This is an optimization exercise on Yosys and OpenROAD, whose aim is small area, not a production implementation.
Function was checked by simulation only, so behaviour that the tests miss may differ from the original.
Power and IR drop assume default switching activity.

Setup of lagoon:
// router
module router(input clk, rst,
              read_enb_0, read_enb_1, read_enb_2, pkt_valid,
              input [7:0] data_in,
              output vld_out_0, vld_out_1, vld_out_2, err, busy,
              output [7:0] data_out_0, data_out_1, data_out_2);
wire [2:0] write_enb;
wire [7:0] dout;
wire sft_rst_0, sft_rst_1, sft_rst_2;
wire fifo_empty_0, fifo_empty_1, fifo_empty_2;
wire full_0, full_1, full_2, fifo_full;
wire detect_add, ld_state, laf_state, write_enb_reg, lfd_state, parity_done;
reg lfd_t;
always @(posedge clk)
        lfd_t <= lfd_state;
fifo1 F0(.clk(clk), .rst(rst), .write_enb(write_enb[0]), .sft_rst(sft_rst_0), .read_enb(read_enb_0),
         .data_in(dout), .lfd_state(lfd_t), .empty(fifo_empty_0), .data_out(data_out_0), .full(full_0));
fifo1 F1(.clk(clk), .rst(rst), .write_enb(write_enb[1]), .sft_rst(sft_rst_1), .read_enb(read_enb_1),
         .data_in(dout), .lfd_state(lfd_t), .empty(fifo_empty_1), .data_out(data_out_1), .full(full_1));
  ...
Size in the first run: roughly 1600 cells after synthesis, about 560 flip-flops, ~0.022 mm2 of cells after synthesis.
==> module fifo1, before the edit <==
module fifo1(input clk, rst, sft_rst, read_enb, write_enb, lfd_state,
             input [7:0] data_in,
             output reg [7:0] data_out,
             output empty, full);
reg [8:0] mem [0:15];
reg [4:0] w_ptr, r_ptr;
reg wrapped;
reg [5:0] temp;   
wire temp_zero = &temp;
wire rd = !empty && read_enb;
wire we = write_enb && !full;
reg [15:0] sel;
reg [8:0] rdata;
integer i;
always @(*) begin
        rdata = 9'b0;
        for (i = 0; i < 16; i = i + 1) begin
                sel[i] = (r_ptr[3:0] == i) && (wrapped || w_ptr[3:0] > i);
                rdata = rdata | ({9{sel[i]}} & mem[i]);
        end
end
always @(posedge clk)
        if (we)
                mem[w_ptr[3:0]] <= {lfd_state, data_in};
always @(posedge clk)
        if (!rst || sft_rst) begin
                w_ptr <= 5'b0;
                wrapped <= 1'b0;
        end else if (we) begin
                w_ptr <= w_ptr + 1'b1;
                if (w_ptr[3:0] == 4'hf)
                        wrapped <= 1'b1;
        end
always @(posedge clk)
        if (!rst)
                r_ptr <= 5'b0;
        else if (rd)
                r_ptr <= r_ptr + 1'b1;
always @(posedge clk)
        if (!rst)
                data_out <= 8'b0;
        else if (rd)
                data_out <= rdata[7:0];
        else if (sft_rst || temp_zero)
                data_out <= 8'b0;
always @(posedge clk)
        if (!rst || sft_rst)
                temp <= 6'h3f;
        else if (rd) begin
                if (rdata[8])
                        temp <= rdata[7:2];
                else if (!temp_zero)
                        temp <= temp - 1'b1;
        end
assign full = (w_ptr == 5'd16) && (r_ptr == 5'd0);
assign empty = (r_ptr == w_ptr);
endmodule
==> module timeout, before the edit <==
module timeout(input clk, rst, vld, read_enb, output reg sft_rst);
reg [4:0] count;
always @(posedge clk)
        if (!rst || !vld || read_enb) begin
                count <= 5'd0;
                sft_rst <= 1'b0;
        end else if (count == 5'b11000) begin
                count <= 5'd0;
                sft_rst <= 1'b1;
        end else
                count <= {count[3:0], ~(count[4] ^ count[2])};
endmodule
export LEC_CHECK = 0
export CAP_MARGIN = 20
export CORE_MARGIN = 2
export CORE_UTILIZATION = 70
export CTS_CLUSTER_DIAMETER = 100
export CTS_CLUSTER_SIZE = 20
export SLEW_MARGIN = 20
create_clock -name core_clock -period 5.0 [get_ports {clk}]
run.sh (not shown) runs the stock make flow with config.mk's settings and CLKGATE_MAP_FILE= SYNTH_SCRIPT=/design/flow/synth_recipe.tcl, a recipe that flattens the netlist after the stock synthesis.
What pepper does differently from lagoon at the input level:
diff --git a/flow/design.v b/flow/design.v
--- a/flow/design.v
+++ b/flow/design.v
@@ -4,22 +4,13 @@
              output empty, full);
 reg [8:0] mem [0:15];
 reg [4:0] w_ptr, r_ptr;
 reg wrapped;
-reg [5:0] temp;   
-wire temp_zero = &temp;
+reg [5:0] temp;
 wire rd = !empty && read_enb;
 wire we = write_enb && !full;
-reg [15:0] sel;
-reg [8:0] rdata;
-integer i;
-always @(*) begin
-        rdata = 9'b0;
-        for (i = 0; i < 16; i = i + 1) begin
-                sel[i] = (r_ptr[3:0] == i) && (wrapped || w_ptr[3:0] > i);
-                rdata = rdata | ({9{sel[i]}} & mem[i]);
-        end
-end
+wire valid = wrapped || (r_ptr[3:0] < w_ptr[3:0]);
+wire [8:0] rdata = valid ? mem[r_ptr[3:0]] : 9'b0;
 always @(posedge clk)
         if (we)
                 mem[w_ptr[3:0]] <= {lfd_state, data_in};
 always @(posedge clk)
@@ -40,17 +31,17 @@
         if (!rst)
                 data_out <= 8'b0;
         else if (rd)
                 data_out <= rdata[7:0];
-        else if (sft_rst || temp_zero)
+        else if (sft_rst || temp == 6'd0)
                 data_out <= 8'b0;
 always @(posedge clk)
         if (!rst || sft_rst)
-                temp <= 6'h3f;
+                temp <= 6'b0;
         else if (rd) begin
                 if (rdata[8])
-                        temp <= rdata[7:2];
-                else if (!temp_zero)
+                        temp <= rdata[7:2] + 1'b1;
+                else if (temp != 6'd0)
                         temp <= temp - 1'b1;
         end
 assign full = (w_ptr == 5'd16) && (r_ptr == 5'd0);
 assign empty = (r_ptr == w_ptr);
@@ -85,13 +76,13 @@
 always @(posedge clk)
         if (!rst || !vld || read_enb) begin
                 count <= 5'd0;
                 sft_rst <= 1'b0;
-        end else if (count == 5'b11000) begin
+        end else if (count == 5'd29) begin
                 count <= 5'd0;
                 sft_rst <= 1'b1;
         end else
-                count <= {count[3:0], ~(count[4] ^ count[2])};
+                count <= count + 1'b1;
 endmodule
 module fsm(input clk, rst, pkt_valid, parity_done,
            sft_rst_0, sft_rst_1, sft_rst_2,
            fifo_full,
--- outcome ---
When the final numbers for pepper and lagoon were put side by side, the register fraction of the total cell area turned out to be greater in lagoon.
Combinational power grows by more than half when moving from lagoon to pepper.
Combinational share of power in pepper is 2.1 points above lagoon.
In the flow results for pepper and lagoon, the power share of the clock group is smaller on lagoon.
Diff lagoon -> pepper | number of different library cells in the post-synthesis netlist | down by more than 10%
pepper: share of the clock period used by the worst path 2.0 points below lagoon
Register bit count reported by yosys, pepper and lagoon: higher on pepper
pepper vs lagoon — routed wirelength normalized by instance count dropped by a few percent
pepper vs. lagoon: cell leakage power held steady; worst setup slack before clock tree synthesis grew by 98 ps; layout multi-input combinational cell count shrank by 108.
Comparing lagoon against pepper, there is no change at all in number of maximum-capacitance violations.
The run showing the smaller area growth from synthesis to layout is lagoon.

==> re-timing with driven ports <==
In the flow no input, the clock included, has a driving cell. The finished layouts below were timed again as built, in two steps.
Step 1: set_driving_cell puts a clkbuf_16 on clk and a buf_2 on each other input, an assumption about the parent block.
Step 2 moves the port delays by t, midway between the first and last clock arrival at a register: inputs arrive t later, outputs are due t later. That takes back most of the time a late clock gives input paths.
Slacks: no drivers / after step 1 / after step 2; pairs: no drivers / after step 1.
| run | shift t [ns] | slack for setup (ns) | clock arrival spread, ns | worst slew at a driven data input, ns |
|---|---|---|---|---|
| lagoon | 0.650 | 1.393 / 1.374 / 1.393 | 0.036 / 0.036 | 0.11 |
| pepper | 0.589 | 1.494 / 1.459 / 1.494 | 0.022 / 0.022 | 0.05 |
After both steps every run listed still meets setup and hold.
